This is an optimization exercise on Yosys and OpenROAD, whose aim is small area, not a production implementation.
Only simulation tests tie the RTL to the original design; equivalence was not proved.
Power and IR drop assume default switching activity. The clock port is modelled as an ideal driver; clocking choices that lean on that would not hold on a real chip.

==> module morph_open, before the edit <==
module morph_open #(
    parameter IMG_H = 83
)
(
    input clk,
    input mask,
    input de_in,
    input h_sync_in,
    input v_sync_in,
    output de_out,
    output h_sync_out,
    output v_sync_out,
    output [23:0] open_out
);
localparam integer LSYNC = 4 * IMG_H + 9;                      
localparam integer LM    = 4 * IMG_H + 6;                       
localparam integer LDE   = 6 * IMG_H + 11;                      
reg [LDE-1:0]   s_de;
reg [LSYNC:0]   s_hs;
reg [LSYNC:0]   s_vs;
reg [LM-1:0]    s_m;
reg             e_r;
reg [LM-1:0]    s_e;
reg             d_r;
wire [24:0] ewin_de, ewin_m, dwin_e, dwin_de;
genvar gr, gc;
generate
    for (gr = 0; gr < 5; gr = gr + 1) begin : g_r
        for (gc = 0; gc < 5; gc = gc + 1) begin : g_c
            assign ewin_de[5*gr+gc] = s_de[1 + gc + IMG_H * gr];
            assign ewin_m[5*gr+gc]  = s_m[1 + gc + IMG_H * gr];
            assign dwin_e[5*gr+gc]  = s_e[1 + gc + IMG_H * gr];
            assign dwin_de[5*gr+gc] = s_de[172 + gc + IMG_H * gr];
        end
    end
endgenerate
wire [4:0] r_any, c_any;
generate
    for (gr = 0; gr < 5; gr = gr + 1) begin : g_rc
        assign r_any[gr] = ~&ewin_m[5*gr +: 5];
        assign c_any[gr] = ~(ewin_m[gr] & ewin_m[gr+5] & ewin_m[gr+10] & ewin_m[gr+15] & ewin_m[gr+20]);
    end
endgenerate
function amo5(input [4:0] a);
    amo5 = ~((a[0] & (a[1] | a[2] | a[3] | a[4])) | (a[1] & (a[2] | a[3] | a[4])) | (a[2] & (a[3] | a[4])) | (a[3] & a[4]));
endfunction
wire ev = &ewin_de;
wire z2 = ~(amo5(r_any) & amo5(c_any));
wire dv = &dwin_de;
wire dor = |dwin_e;
always @(posedge clk) begin
    s_de <= {s_de[LDE-2:0], de_in};
    s_hs <= {s_hs[LSYNC-1:0], h_sync_in};
    s_vs <= {s_vs[LSYNC-1:0], v_sync_in};
    s_m  <= {s_m[LM-2:0], mask};
    e_r  <= ev & ~z2;
    s_e  <= {s_e[LM-2:0], e_r};
    d_r  <= dv & dor;
end
assign de_out     = s_de[LSYNC];
assign h_sync_out = s_hs[LSYNC];
assign v_sync_out = s_vs[LSYNC];
assign open_out   = {24{d_r}};
endmodule
clock: 5.0 ns
lec_check: 0
cap_margin: 20
core_margin: 2
core_utilization: 68
place_density: 0.72
slew_margin: 20
standard.sh (not shown) runs the stock make flow with config.mk's settings and CLKGATE_MAP_FILE= SYNTH_SCRIPT=/design/flow/synth_recipe.tcl, a recipe that flattens the netlist after the stock synthesis.
==> flow/flow/run.sh <==
#!/bin/bash
# The standard layout, with a leaner clock tree (no dummy loads, larger sink
# clusters, clkbuf_16 only) and the smallest buffer on each port.
set -euo pipefail
export CTS_ARGS="-sink_clustering_enable -repair_clock_nets -dont_use_dummy_load -sink_clustering_size 34 -sink_clustering_max_diameter 100 -buf_list {sky130_fd_sc_hd__buf_12 sky130_fd_sc_hd__clkbuf_16} -root_buf sky130_fd_sc_hd__clkbuf_16 -tree_buf sky130_fd_sc_hd__clkbuf_16 -sink_clustering_buffer sky130_fd_sc_hd__buf_12"
export BUFFER_PORTS_ARGS="-buffer_cell sky130_fd_sc_hd__buf_1"
bash standard.sh > standard.log 2>&1
The baseline passed the timing, DRC and antenna checks.
Change:
--- a/flow/design.v
+++ b/flow/design.v
@@ -41,11 +41,11 @@
         assign r_any[gr] = ~&ewin_m[5*gr +: 5];
         assign c_any[gr] = ~(ewin_m[gr] & ewin_m[gr+5] & ewin_m[gr+10] & ewin_m[gr+15] & ewin_m[gr+20]);
     end
 endgenerate
 function amo5(input [4:0] a);
-    amo5 = ~((a[0] & (a[1] | a[2] | a[3] | a[4])) | (a[1] & (a[2] | a[3] | a[4])) | (a[2] & (a[3] | a[4])) | (a[3] & a[4]));
+    amo5 = ~(((a[0] | a[1]) & (a[2] | a[3] | a[4])) | (a[0] & a[1]) | (a[2] & (a[3] | a[4])) | (a[3] & a[4]));
 endfunction
 wire ev = &ewin_de;
 wire z2 = ~(amo5(r_any) & amo5(c_any));
 wire dv = &dwin_de;
 wire dor = |dwin_e;
Effect: Setup slack got worse by 0.013 ns. Register-to-register slack loses 0.03 ns. Sequential share of layout area is about the same. Clock-buffer cell count does not change. Total power hardly moves. Worst hold slack is about the same. Design area hardly moves. Area after synthesis barely changes. Via count shrinks by 0.74%. First-iteration DRC count grows by 21%. Critical path depth stays the same. Routed wire length came out higher by 1.8%. Die area barely changes.

* * *

Setup of build 47:
Another version of the RTL of morph_open (not shown whole).
Size: ~1900 cells after synthesis, ~32 I/O pins, about 38000 sq um of cells after synthesis.
==> module morph_open, before the edit <==
module morph_open #(
    parameter IMG_H = 83
)
(
    input clk,
    input mask,
    input de_in,
    input h_sync_in,
    input v_sync_in,
    output de_out,
    output h_sync_out,
    output v_sync_out,
    output [23:0] open_out
);
localparam integer LSYNC = 4 * IMG_H + 9;                      
localparam integer LM    = 4 * IMG_H + 6;                       
reg [LSYNC:0]   s_de;
reg [LSYNC:0]   s_hs;
reg [LSYNC:0]   s_vs;
reg [LM-1:0]    s_m;
reg             e_r;
reg [4:0]       s_e;
reg             h_r;
reg [4*IMG_H-1:0] s_h;
reg             d_r;
reg             f_r;
reg [2*IMG_H-1:0] s_f;
wire [24:0] ewin_de, ewin_m;
genvar gr, gc;
generate
    for (gr = 0; gr < 5; gr = gr + 1) begin : g_r
        for (gc = 0; gc < 5; gc = gc + 1) begin : g_c
            assign ewin_de[5*gr+gc] = s_de[1 + gc + IMG_H * gr];
            assign ewin_m[5*gr+gc]  = s_m[1 + gc + IMG_H * gr];
        end
    end
endgenerate
wire [4:0] r_any, c_any;
generate
    for (gr = 0; gr < 5; gr = gr + 1) begin : g_rc
        assign r_any[gr] = ~&ewin_m[5*gr +: 5];
        assign c_any[gr] = ~(ewin_m[gr] & ewin_m[gr+5] & ewin_m[gr+10] & ewin_m[gr+15] & ewin_m[gr+20]);
    end
endgenerate
function amo5(input [4:0] a);
    amo5 = ~(((a[0] | a[1]) & (a[2] | a[3] | a[4])) | (a[0] & a[1]) | (a[2] & (a[3] | a[4])) | (a[3] & a[4]));
endfunction
wire ev = &ewin_de;
wire z2 = ~(amo5(r_any) & amo5(c_any));
wire dv = (&s_de[176:172]) & (&s_de[259:255]) & f_r & s_f[IMG_H-1] & s_f[2*IMG_H-1];
wire dor = h_r | s_h[IMG_H-1] | s_h[2*IMG_H-1] | s_h[3*IMG_H-1] | s_h[4*IMG_H-1];
always @(posedge clk) begin
    s_de <= {s_de[LSYNC-1:0], de_in};
    f_r  <= &s_de[LSYNC:LSYNC-4];
    s_f  <= {s_f[2*IMG_H-2:0], f_r};
    s_hs <= {s_hs[LSYNC-1:0], h_sync_in};
    s_vs <= {s_vs[LSYNC-1:0], v_sync_in};
    s_m  <= {s_m[LM-2:0], mask};
    e_r  <= ev & ~z2;
    s_e  <= {s_e[3:0], e_r};
    h_r  <= |s_e;
    s_h  <= {s_h[4*IMG_H-2:0], h_r};
    d_r  <= dv & dor;
end
assign de_out     = s_de[LSYNC];
assign h_sync_out = s_hs[LSYNC];
assign v_sync_out = s_vs[LSYNC];
assign open_out   = {24{d_r}};
endmodule
==> flow/config.mk <==
export PLATFORM = sky130hd
export DESIGN_NAME = morph_open
export DESIGN_NICKNAME = morph_open
export VERILOG_FILES = /design/flow/design.v
export SDC_FILE = /design/flow/constraint.sdc
export NUM_CORES = 4
export LEC_CHECK = 0
export CAP_MARGIN = 20
export CORE_MARGIN = 2
export CORE_UTILIZATION = 68
export PLACE_DENSITY = 0.72
export SLEW_MARGIN = 20
==> flow/constraint.sdc <==
create_clock -name core_clock -period 5.0 [get_ports {clk}]
set_input_delay 1.0000 -clock core_clock [delete_from_list [all_inputs] [get_ports {clk}]]
set_output_delay 1.0000 -clock core_clock [all_outputs]
set_load 0.01 [all_outputs]
==> flow/flow/run.sh <==
#!/bin/bash
# The standard layout, with a leaner clock tree (no dummy loads, larger sink
# clusters, buf_12 leaves) and the smallest buffer on each port.
set -euo pipefail
export CTS_ARGS="-sink_clustering_enable -repair_clock_nets -dont_use_dummy_load -sink_clustering_size 35 -sink_clustering_max_diameter 80 -buf_list {sky130_fd_sc_hd__buf_12 sky130_fd_sc_hd__clkbuf_16} -root_buf sky130_fd_sc_hd__clkbuf_16 -tree_buf sky130_fd_sc_hd__clkbuf_16 -sink_clustering_buffer sky130_fd_sc_hd__buf_12"
export BUFFER_PORTS_ARGS="-buffer_cell sky130_fd_sc_hd__buf_1"
bash standard.sh > standard.log 2>&1
Changes in build 33 relative to build 47:
==> flow/design.v <==
`timescale 1ns / 1ps
module morph_open #(
    parameter IMG_H = 83
)
(
    input clk,
    input mask,
    input de_in,
    input h_sync_in,
    input v_sync_in,
    output de_out,
    output h_sync_out,
    output v_sync_out,
    output [23:0] open_out
);
localparam integer LSYNC = 4 * IMG_H + 9;                      
localparam integer LM    = 4 * IMG_H + 6;                       
localparam integer LDE   = 6 * IMG_H + 11;                      
reg [LDE-1:0]   s_de;
reg [LSYNC:0]   s_hs;
reg [LSYNC:0]   s_vs;
reg [LM-1:0]    s_m;
reg             e_r;
reg [LM-1:0]    s_e;
reg             d_r;
wire [24:0] ewin_de, ewin_m, dwin_e, dwin_de;
genvar gr, gc;
generate
    for (gr = 0; gr < 5; gr = gr + 1) begin : g_r
        for (gc = 0; gc < 5; gc = gc + 1) begin : g_c
            assign ewin_de[5*gr+gc] = s_de[1 + gc + IMG_H * gr];
            assign ewin_m[5*gr+gc]  = s_m[1 + gc + IMG_H * gr];
            assign dwin_e[5*gr+gc]  = s_e[1 + gc + IMG_H * gr];
            assign dwin_de[5*gr+gc] = s_de[172 + gc + IMG_H * gr];
        end
    end
endgenerate
wire [4:0] r_any, c_any;
generate
    for (gr = 0; gr < 5; gr = gr + 1) begin : g_rc
        assign r_any[gr] = ~&ewin_m[5*gr +: 5];
        assign c_any[gr] = ~(ewin_m[gr] & ewin_m[gr+5] & ewin_m[gr+10] & ewin_m[gr+15] & ewin_m[gr+20]);
    end
endgenerate
function amo5(input [4:0] a);
    amo5 = ~(((a[0] | a[1]) & (a[2] | a[3] | a[4])) | (a[0] & a[1]) | (a[2] & (a[3] | a[4])) | (a[3] & a[4]));
endfunction
wire ev = &ewin_de;
wire z2 = ~(amo5(r_any) & amo5(c_any));
wire dv = &dwin_de;
wire dor = |dwin_e;
always @(posedge clk) begin
    s_de <= {s_de[LDE-2:0], de_in};
    s_hs <= {s_hs[LSYNC-1:0], h_sync_in};
    s_vs <= {s_vs[LSYNC-1:0], v_sync_in};
    s_m  <= {s_m[LM-2:0], mask};
    e_r  <= ev & ~z2;
    s_e  <= {s_e[LM-2:0], e_r};
    d_r  <= dv & dor;
end
assign de_out     = s_de[LSYNC];
assign h_sync_out = s_hs[LSYNC];
assign v_sync_out = s_vs[LSYNC];
assign open_out   = {24{d_r}};
endmodule
==> comparison <==
Build 33 ended with less shortest period the worst path allows than build 47.
Build 33 vs build 47 — wire length of the first global-routing pass dropped about 1.4%.
On final non-filler cell total, build 33 tracks build 47 almost exactly.
From build 47 to build 33 the numbers moved as follows: setup slack shows an increase of 8.2 ps; first-iteration DRC count shows an increase of 24%; layout overhead on the synthesized area shows no meaningful change; sequential cell area share shows no meaningful change.
Build 33 gives less detailed-route wire length than build 47 did.
~same cell area in build 47 and build 33
There was hardly any difference in overall power after layout between build 33 and build 47.
Mean routed wirelength per cell: build 33 vs build 47 down 0.21 um

[what the ideal ports hide]
The flow's constraints put no driver on any port. The routed layouts listed below were extracted and timed again, unchanged, in two steps. Step 1 sets driving cells, clkbuf_16 on the clock port and buf_2 on the other inputs (assumed; they add their load-dependent delay and slew). Step 2 moves the port delays by t, midway between the first and last clock arrival at a register: inputs arrive t later, outputs are due t later. That takes back most of the time a late clock gives input paths. Slacks: ideal ports / drivers / drivers and shift; pairs: ideal ports / drivers.
| run | t, ns | setup WS [ns] | worst register clock-pin slew, ns |
|---|---|---|---|
| the first run of note 1 | 0.650 | 2.427 / 2.371 / 3.021 | 0.12 / 0.12 |
| the second run of note 1 | 0.654 | 2.414 / 2.354 / 3.008 | 0.12 / 0.12 |
| build 47 | 0.668 | 2.412 / 2.356 / 3.025 | 0.12 / 0.12 |
| build 33 | 0.673 | 2.420 / 2.361 / 3.034 | 0.12 / 0.12 |
After both steps every run listed still meets setup and hold.
